Source: an optimization exercise on an open RTL-to-GDS flow (aim: small area). Production flows keep margins and buffers that such runs may drop. RTL that was checked went through simulation tests only; none was proved equivalent to the original. No activity file was given, so power comes from the tool's default toggle rates. The clock port is modelled as an ideal driver; clocking choices that lean on that would not hold on a real chip.

job 6621:
// uart_core
module uart_core (
    input  wire        clk,
    input  wire        rst_n,
    input  wire [15:0] i_divisor,
    input  wire [1:0]  i_num_bit_data,
    input  wire        i_parity_en,
    input  wire        i_parity_type,
    input  wire [7:0]  i_cpu_txd,
    input  wire        i_tx_wr,
    output wire        o_tx_full,
    output wire [7:0]  o_cpu_rxd,
    input  wire        i_rx_rd,
    output wire        o_rx_empty,
    output wire        o_parity_err,
    output wire        o_pedev_txd,
    input  wire        i_pedev_rxd,
    input  wire        i_cts_n,
    output wire        o_rts_n
);
    wire       tx_tick, rx_tick;
    wire [7:0] tx_fifo_out;
    wire       tx_fifo_empty;
    wire       tx_done_tick;
    wire [7:0] rx_data_out;
    wire       rx_done_tick;
    baud_gen u_baud_gen (
        .clk(clk), .rst_n(rst_n), .i_divisor(i_divisor),
        .rx_tick(rx_tick), .tx_tick(tx_tick)
    );
    fifo u_tx_fifo (
        .clk(clk), .rst_n(rst_n),
  ...
Size: about 730 cells after synthesis, roughly 310 flip-flops, roughly 47 I/O pins, ~13000 sq um of cells after synthesis.
Settings: LEC_CHECK=0, CAP_MARGIN=20, CORE_MARGIN=2, CORE_UTILIZATION=40, CTS_BUF_LIST=sky130_fd_sc_hd__clkbuf_8, CTS_CLUSTER_SIZE=30, SLEW_MARGIN=20; clock period 20.0 ns.
run.sh (not shown) runs the stock make flow with config.mk's settings and CLKGATE_MAP_FILE= SYNTH_SCRIPT=/design/flow/synth_recipe.tcl, a recipe that flattens the netlist after the stock synthesis.
Relative to job 6621, the following input files were edited for job 4141:
Settings: CTS_CLUSTER_SIZE no longer set, was 30; CTS_BUF_LIST now sky130_fd_sc_hd__clkbuf_4, was sky130_fd_sc_hd__clkbuf_8.
==> run notes <==
Diff job 6621 -> job 4141: power dissipated by switching net loads now sits at about the same level, count of clock buffers in the final design now larger, setup slack after layout dropped 0.14 ns, area growth from synthesis to layout moved up. In job 4141, routed wire length is higher than in job 6621. Share of power burned in the clock network was lower in job 6621 than in job 4141. Job 4141 does worse than job 6621 on leakage dissipation. Max-cap violation count came out exactly the same in job 4141 and job 6621. Going from job 6621 to job 4141, the total number of nets in the final design was found to have gone up by about 4%.
No functional check of the RTL was part of any run of this note.

---

The RTL this note starts from:
==> flow/design.v <==
module baud_gen (
    input  wire        clk,
    input  wire        rst_n,
    input  wire [15:0] i_divisor,
    output wire        rx_tick,
    output reg         tx_tick
);
    reg  [15:0] count;
    reg  [3:0]  tick_cnt;
    wire        reload = ~|count[15:1];
    assign rx_tick = reload & count[0];
    always @(posedge clk or negedge rst_n) begin
        if (!rst_n) begin
            count    <= 16'd0;
            tick_cnt <= 4'd0;
            tx_tick  <= 1'b0;
        end else begin
            count    <= reload ? i_divisor : count - 16'd1;
            if (rx_tick) tick_cnt <= tick_cnt + 4'd1;
            tx_tick  <= rx_tick & (tick_cnt == 4'd15);
        end
    end
endmodule
module fifo (
    input  wire       clk,
    input  wire       rst_n,
    input  wire       i_wr_en,
    input  wire [7:0] i_wr_data,
    input  wire       i_rd_en,
    input  wire [2:0] i_bit_sel,
    output wire       o_rd_bit,
    output wire [7:0] o_rd_data,
    output wire       o_full,
    output wire       o_almost_full,
    output wire       o_empty
);
    reg  [127:0] mem;
    reg  [4:0]   nq;
    wire [4:0]   head = ~nq;
    assign o_empty       = ~nq[4];
    assign o_full        = (nq == 5'd16);
    assign o_almost_full = nq[4] & (nq[3:0] < 4'd3);
    wire do_wr = i_wr_en & ~o_full;
    wire do_rd = i_rd_en & ~o_empty;
    always @(posedge clk)
        if (do_wr) mem <= {mem[119:0], i_wr_data};
    always @(posedge clk or negedge rst_n) begin
        if (!rst_n) nq <= 5'd0;
        else if (do_wr & ~do_rd) nq <= nq - 5'd1;
        else if (do_rd & ~do_wr) nq <= nq + 5'd1;
    end
    assign o_rd_data = mem[head[3:0]*8 +: 8];
    assign o_rd_bit  = mem[{head[3:0], i_bit_sel}];
endmodule
module uart_tx (
    input  wire       clk,
    input  wire       rst_n,
    input  wire       tx_tick,
    input  wire [1:0] i_num_bit_data,
    input  wire       i_parity_en,
    input  wire       i_parity_type,
    input  wire       i_data_bit,
    output wire [2:0] o_bit_sel,
    input  wire       i_tx_start,
    output wire       o_tx_done,
    input  wire       i_cts_n,
    output reg        o_tx_serial
);
    reg  [3:0] st;
    reg        parity;
    assign o_bit_sel = st[2:0];
    wire data_bit = i_data_bit;
    wire last     = st[3] & st[2] & (st[1:0] == i_num_bit_data);
    wire tx_line  = st[3] ? data_bit : (~st[1] | (st[0] & parity));
    assign o_tx_done = tx_tick & ((st == 4'b0011) | (last & ~i_parity_en));
    always @(posedge clk or negedge rst_n) begin
        if (!rst_n) begin
            st          <= 4'b0000;
            o_tx_serial <= 1'b1;
        end else begin
            o_tx_serial <= tx_line;
            if (st == 4'b0000) begin
                if (i_tx_start & ~i_cts_n) st <= 4'b0001;
            end else if (tx_tick) begin
                if (st == 4'b0001)      st <= 4'b0010;
                else if (st == 4'b0010) st <= 4'b1000;
                else if (st == 4'b0011) st <= 4'b0000;
                else if (last)          st <= i_parity_en ? 4'b0011 : 4'b0000;
                else                    st <= st + 4'd1;
            end
        end
    end
    always @(posedge clk) begin
        if (st[3:1] == 3'b000)     parity <= i_parity_type;
        else if (st[3] & tx_tick)  parity <= parity ^ data_bit;
    end
endmodule
module uart_rx (
    input  wire       clk,
    input  wire       rst_n,
    input  wire       rx_tick,
    input  wire [1:0] i_num_bit_data,
    input  wire       i_parity_en,
    input  wire       i_parity_type,
    input  wire       i_rx_serial,
    output reg  [7:0] o_data,
    output reg        o_rx_done,
    output reg        o_parity_err
);
    reg [1:0] sync_reg;
    reg [3:0] st;
    reg [3:0] tick_cnt;
    reg       parity;
    wire      rx   = sync_reg[1];
    wire      mid  = rx_tick & (tick_cnt == 4'd7);
    wire      endb = rx_tick & (tick_cnt == 4'd15);
    wire      last = st[2] & (st[1:0] == i_num_bit_data);
    wire [2:0] top = {1'b1, i_num_bit_data};
    always @(posedge clk or negedge rst_n) begin
        if (!rst_n) begin
            sync_reg     <= 2'b11;
            st           <= 4'b0000;
            o_rx_done    <= 1'b0;
            o_parity_err <= 1'b0;
        end else begin
            sync_reg  <= {sync_reg[0], i_rx_serial};
            o_rx_done <= (st == 4'b0011) & endb;
            if (st == 4'b0000) o_parity_err <= 1'b0;
            else if (st == 4'b0010 && mid) o_parity_err <= rx ^ parity ^ i_parity_type;
            if (st == 4'b0000) begin
                if (!rx) st <= 4'b0001;
            end else if (endb) begin
                if (st == 4'b0001)      st <= 4'b1000;
                else if (st == 4'b0010) st <= 4'b0011;
                else if (st == 4'b0011) st <= 4'b0000;
                else if (last)          st <= i_parity_en ? 4'b0010 : 4'b0011;
                else                    st <= st + 4'd1;
            end
        end
    end
    wire [8:0] ext = {1'b0, o_data};
    integer i;
    always @(posedge clk) begin
        if (st == 4'b0000) begin
            tick_cnt <= 4'd0;
            parity   <= 1'b0;
        end else if (rx_tick) begin
            tick_cnt <= tick_cnt + 4'd1;
        end
        if (st[3] && mid) begin
            parity <= parity ^ rx;
            for (i = 0; i < 8; i = i + 1)
                if (i == top)      o_data[i] <= rx;
                else if (i > top)  o_data[i] <= 1'b0;
                else               o_data[i] <= ext[i + 1];
        end
    end
endmodule
module uart_core (
    input  wire        clk,
    input  wire        rst_n,
    input  wire [15:0] i_divisor,
    input  wire [1:0]  i_num_bit_data,
    input  wire        i_parity_en,
    input  wire        i_parity_type,
    input  wire [7:0]  i_cpu_txd,
    input  wire        i_tx_wr,
    output wire        o_tx_full,
    output wire [7:0]  o_cpu_rxd,
    input  wire        i_rx_rd,
    output wire        o_rx_empty,
    output wire        o_parity_err,
    output wire        o_pedev_txd,
    input  wire        i_pedev_rxd,
    input  wire        i_cts_n,
    output wire        o_rts_n
);
    wire       tx_tick, rx_tick;
    wire       tx_bit;
    wire [2:0] tx_bit_sel;
    wire       tx_fifo_empty;
    wire       tx_done_tick;
    wire [7:0] rx_data_out;
    wire       rx_done_tick;
    baud_gen u_baud_gen (
        .clk(clk), .rst_n(rst_n), .i_divisor(i_divisor),
        .rx_tick(rx_tick), .tx_tick(tx_tick)
    );
    fifo u_tx_fifo (
        .clk(clk), .rst_n(rst_n),
        .i_wr_en(i_tx_wr), .i_wr_data(i_cpu_txd),
        .i_rd_en(tx_done_tick), .o_rd_data(), .i_bit_sel(tx_bit_sel), .o_rd_bit(tx_bit),
        .o_full(o_tx_full), .o_almost_full(), .o_empty(tx_fifo_empty)
    );
    uart_tx u_uart_tx (
        .clk(clk), .rst_n(rst_n), .tx_tick(tx_tick),
        .i_num_bit_data(i_num_bit_data), .i_parity_en(i_parity_en),
        .i_parity_type(i_parity_type),
        .i_data_bit(tx_bit), .o_bit_sel(tx_bit_sel), .i_tx_start(!tx_fifo_empty), .o_tx_done(tx_done_tick),
        .i_cts_n(i_cts_n), .o_tx_serial(o_pedev_txd)
    );
    uart_rx u_uart_rx (
        .clk(clk), .rst_n(rst_n), .rx_tick(rx_tick),
        .i_num_bit_data(i_num_bit_data), .i_parity_en(i_parity_en),
        .i_parity_type(i_parity_type), .i_rx_serial(i_pedev_rxd),
        .o_data(rx_data_out), .o_rx_done(rx_done_tick), .o_parity_err(o_parity_err)
    );
    fifo u_rx_fifo (
        .clk(clk), .rst_n(rst_n),
        .i_wr_en(rx_done_tick), .i_wr_data(rx_data_out),
        .i_rd_en(i_rx_rd), .o_rd_data(o_cpu_rxd), .i_bit_sel(3'd0), .o_rd_bit(),
        .o_full(), .o_almost_full(o_rts_n), .o_empty(o_rx_empty)
    );
endmodule
export LEC_CHECK = 0
export CAP_MARGIN = 20
export CORE_MARGIN = 2
export CORE_UTILIZATION = 40
export SLEW_MARGIN = 20
create_clock -name core_clock -period 20.0 [get_ports {clk}]
standard.sh (not shown) runs the stock make flow with config.mk's settings and CLKGATE_MAP_FILE= SYNTH_SCRIPT=/design/flow/synth_recipe.tcl, a recipe that flattens the netlist after the stock synthesis.
==> flow/flow/run.sh <==
#!/bin/bash
# Standard layout with smaller port buffers and a clock tree without dummy loads.
set -euo pipefail
export BUFFER_PORTS_ARGS="-buffer_cell sky130_fd_sc_hd__buf_1"
export CTS_ARGS="-sink_clustering_enable -repair_clock_nets -dont_use_dummy_load -buf_list {sky130_fd_sc_hd__clkbuf_16} -sink_clustering_size 30 -sink_clustering_max_diameter 80"
bash standard.sh > standard.log 2>&1
Then changed:
==> flow/flow/run.sh (replaced) <==
#!/bin/bash
# Standard layout with smaller port buffers and a clock tree without dummy loads.
set -euo pipefail
export BUFFER_PORTS_ARGS="-buffer_cell sky130_fd_sc_hd__buf_1"
export CTS_ARGS="-sink_clustering_enable -repair_clock_nets -dont_use_dummy_load -buf_list {sky130_fd_sc_hd__clkbuf_8} -sink_clustering_size 16 -sink_clustering_max_diameter 60"
bash standard.sh > standard.log 2>&1
Register-to-register slack barely changes.
Hold slack loses 0.014 ns.
Utilization is about the same.
Power is lower by 0.75%.

---

uart_core, a different RTL version from the one above (not shown whole).
Size in the first run: ~720 cells after synthesis, ~310 flip-flops, ~13,000 µm² of cells after synthesis.
export LEC_CHECK = 0
export CAP_MARGIN = 20
export CORE_MARGIN = 2
export CORE_UTILIZATION = 40
export SLEW_MARGIN = 20
create_clock -name core_clock -period 20.0 [get_ports {clk}]
==> flow/flow/run.sh <==
#!/bin/bash
# Standard layout with smaller port buffers and a clock tree without dummy loads.
set -euo pipefail
export BUFFER_PORTS_ARGS="-buffer_cell sky130_fd_sc_hd__buf_1"
export CTS_ARGS="-sink_clustering_enable -repair_clock_nets -dont_use_dummy_load -buf_list {sky130_fd_sc_hd__clkbuf_4 sky130_fd_sc_hd__clkbuf_8} -sink_clustering_size 20 -sink_clustering_max_diameter 80"
bash standard.sh > standard.log 2>&1
The first run passed the timing, design-rule and antenna checks.
Edit:
==> flow/flow/run.sh (replaced) <==
#!/bin/bash
# Standard layout with smaller port buffers and a clock tree without dummy loads.
set -euo pipefail
export BUFFER_PORTS_ARGS="-buffer_cell sky130_fd_sc_hd__buf_1"
export CTS_ARGS="-sink_clustering_enable -repair_clock_nets -dont_use_dummy_load -buf_list {sky130_fd_sc_hd__clkbuf_8} -sink_clustering_size 18 -sink_clustering_max_diameter 60"
bash standard.sh > standard.log 2>&1
--- a/flow/config.mk
+++ b/flow/config.mk
@@ -9,3 +9,3 @@
 export CORE_MARGIN = 2
-export CORE_UTILIZATION = 40
+export CORE_UTILIZATION = 65
 export SLEW_MARGIN = 20
Outcome: Clock-buffer cell count goes up by 4; die area goes down by 38%; setup slack got worse by 0.074 ns; global-route usage goes up by 7.5 points; final area goes down by 0.87%; cell count goes down by about 11%.
Edit:
==> flow/flow/run.sh (replaced) <==
#!/bin/bash
# Standard layout with smaller port buffers and a clock tree without dummy loads.
set -euo pipefail
export BUFFER_PORTS_ARGS="-buffer_cell sky130_fd_sc_hd__buf_1"
export CTS_ARGS="-sink_clustering_enable -repair_clock_nets -dont_use_dummy_load -buf_list {sky130_fd_sc_hd__clkbuf_8} -sink_clustering_size 16 -sink_clustering_max_diameter 60"
bash standard.sh > standard.log 2>&1
The new run finished clean.
Core utilization does not change.
Power is about the same.
Via count hardly moves.
Combinational power hardly moves.
Flip-flop and latch count stays the same.
Hold slack hardly moves.
First-iteration DRC count shrinks by 1.7%.
Global-route usage barely changes.
Design area does not change.
Setup slack gets worse by 0.0041 ns.
Edit:
==> flow/flow/run.sh (replaced) <==
#!/bin/bash
# Standard layout with smaller port buffers and a clock tree without dummy loads.
set -euo pipefail
export BUFFER_PORTS_ARGS="-buffer_cell sky130_fd_sc_hd__buf_1"
export CTS_ARGS="-sink_clustering_enable -repair_clock_nets -dont_use_dummy_load -buf_list {sky130_fd_sc_hd__clkbuf_16} -sink_clustering_size 36 -sink_clustering_max_diameter 100"
bash standard.sh > standard.log 2>&1
Result:
- sequential power stays flat
- power goes down by about 0.5%
- setup slack improves by 0.011 ns
- count of clock-buffer cells in the layout goes down by 12
- utilization goes down by 0.15 points
- first-iteration DRC count goes down by 1.3%

---

Setup of garnet:
Another version of the RTL of uart_core (not shown whole).
Size in the first run: roughly 740 cells after synthesis, roughly 310 flip-flops, about 47 I/O pins, ~13000 µm² of cells after synthesis.
export LEC_CHECK = 0
export CAP_MARGIN = 20
export CORE_MARGIN = 2
export CORE_UTILIZATION = 65
export SLEW_MARGIN = 20
create_clock -name core_clock -period 20.0 [get_ports {clk}]
==> flow/flow/run.sh <==
#!/bin/bash
# Standard layout with smaller port buffers and a clock tree without dummy loads.
set -euo pipefail
export BUFFER_PORTS_ARGS="-buffer_cell sky130_fd_sc_hd__buf_1"
export CTS_ARGS="-sink_clustering_enable -repair_clock_nets -dont_use_dummy_load -buf_list {sky130_fd_sc_hd__clkbuf_16} -sink_clustering_size 30 -sink_clustering_max_diameter 60"
bash standard.sh > standard.log 2>&1
Looking at the reports, garnet completed the entire flow and the layout it produced met the timing, design-rule and antenna checks.
--- input diff garnet..raven ---
==> flow/flow/run.sh <==
#!/bin/bash
# Standard layout with smaller port buffers and a clock tree without dummy loads.
set -euo pipefail
export BUFFER_PORTS_ARGS="-buffer_cell sky130_fd_sc_hd__buf_1"
export CTS_ARGS="-sink_clustering_enable -repair_clock_nets -dont_use_dummy_load -buf_list {sky130_fd_sc_hd__clkbuf_8} -sink_clustering_size 18 -sink_clustering_max_diameter 60"
bash standard.sh > standard.log 2>&1
==> run notes <==
Going from garnet to raven, number of levels the H-tree was split into level, routed via count saw an increase. Looking at raven and garnet, the met2 wirelength from detailed routing is a wash. Looking at sequential fraction of total cell area, raven sits 0.96 points higher than garnet does. Final area went down slightly going from garnet to raven. garnet and raven ended up with roughly the same part of the cycle the worst path needs. Diff raven and garnet: clock network area share higher in garnet.
### raven -> onyx
==> flow/flow/run.sh <==
#!/bin/bash
# Standard layout with smaller port buffers and a clock tree without dummy loads.
set -euo pipefail
export BUFFER_PORTS_ARGS="-buffer_cell sky130_fd_sc_hd__buf_1"
export CTS_ARGS="-sink_clustering_enable -repair_clock_nets -dont_use_dummy_load -buf_list {sky130_fd_sc_hd__clkbuf_8} -sink_clustering_size 20 -sink_clustering_max_diameter 50"
bash standard.sh > standard.log 2>&1
==> comparison <==
- Delta (onyx minus raven): worst path required time ~0 delta, worst hold-check slack ~0 delta, non-filler instance count after layout +about 0.6%, data arrival at the endpoint of the critical path ~0 delta.
- Against raven, post-layout instance area in onyx rose slightly.
- Min clock-cell share of area across raven and onyx: raven
- On power of the clock network, onyx does worse than raven.
- Total via count after detailed routing of onyx is on par with raven.
- Looking at first-pass GRT wire length, onyx sits above raven.
- Looking at layout-stage area growth over the synthesis result across raven and onyx, the one that comes out lower is raven.
Relative to onyx, the following input files were edited for lagoon:
==> flow/flow/run.sh <==
#!/bin/bash
# Standard layout with smaller port buffers and a clock tree without dummy loads.
set -euo pipefail
export BUFFER_PORTS_ARGS="-buffer_cell sky130_fd_sc_hd__buf_1"
export CTS_ARGS="-sink_clustering_enable -repair_clock_nets -dont_use_dummy_load -buf_list {sky130_fd_sc_hd__clkbuf_8} -sink_clustering_size 22 -sink_clustering_max_diameter 40"
bash standard.sh > standard.log 2>&1
--- outcome ---
Count of clock-buffer cells in the layout: lagoon > onyx. lagoon has completed all stages; timing, DRC and antenna checks passed. The lower post-route total power of onyx and lagoon is in onyx. On post-route worst hold slack, lagoon does worse than onyx. STATUS final design area excluding fillers: lagoon loses against onyx. Going from onyx to lagoon, static power due to leakage grew slightly. onyx → lagoon: setup slack barely changed, fmax was more or less identical, synthesis-to-layout area growth rose by 0.85 points, via count has increased.

-- re-timing with driven ports --
In the flow no input, the clock included, has a driving cell. The finished layouts below were timed again as built, in two steps. Step 1 sets driving cells, clkbuf_16 on the clock port and buf_2 on the other inputs (assumed; they add their load-dependent delay and slew). Step 2 times the ports against the registers' clock, not the clock port: input delays grow and output delays shrink by t, the midpoint of the rising clock arrivals with the driver on. Three values: ideal, step 1, step 2; two values: the first two.
run | t, ns | setup slack, ns | worst setup path after step 2 | worst slew at a driven data input, ns
job 6621 | 0.619 | 12.854 / 12.806 / 12.995 | input to register | 0.05
job 4141 | 0.726 | 12.718 / 12.674 / 13.020 | input to register | 0.05
the first run of note 2 | 0.530 | 13.117 / 13.069 / 13.587 | input to register | 0.07
the second run of note 2 | 0.590 | 13.050 / 13.008 / 13.571 | input to register | 0.07
the first run of note 3 | 0.570 | 11.432 / 11.408 / 11.408 | input to output | 0.04
the second run of note 3 | 0.564 | 11.358 / 11.336 / 11.336 | input to output | 0.04
the third run of note 3 | 0.563 | 11.354 / 11.332 / 11.332 | input to output | 0.04
the fourth run of note 3 | 0.513 | 11.365 / 11.343 / 11.343 | input to output | 0.04
garnet | 0.551 | 11.366 / 11.347 / 11.347 | input to output | 0.03
raven | 0.566 | 11.365 / 11.345 / 11.345 | input to output | 0.03
onyx | 0.592 | 11.366 / 11.347 / 11.347 | input to output | 0.03
lagoon | 0.542 | 11.366 / 11.347 / 11.347 | input to output | 0.03
After both steps setup and hold are still met in every run listed. The setup slack of the first run of note 3, which loses most, moves by -0.024 ns with the drivers and by -0.024 ns with both steps.
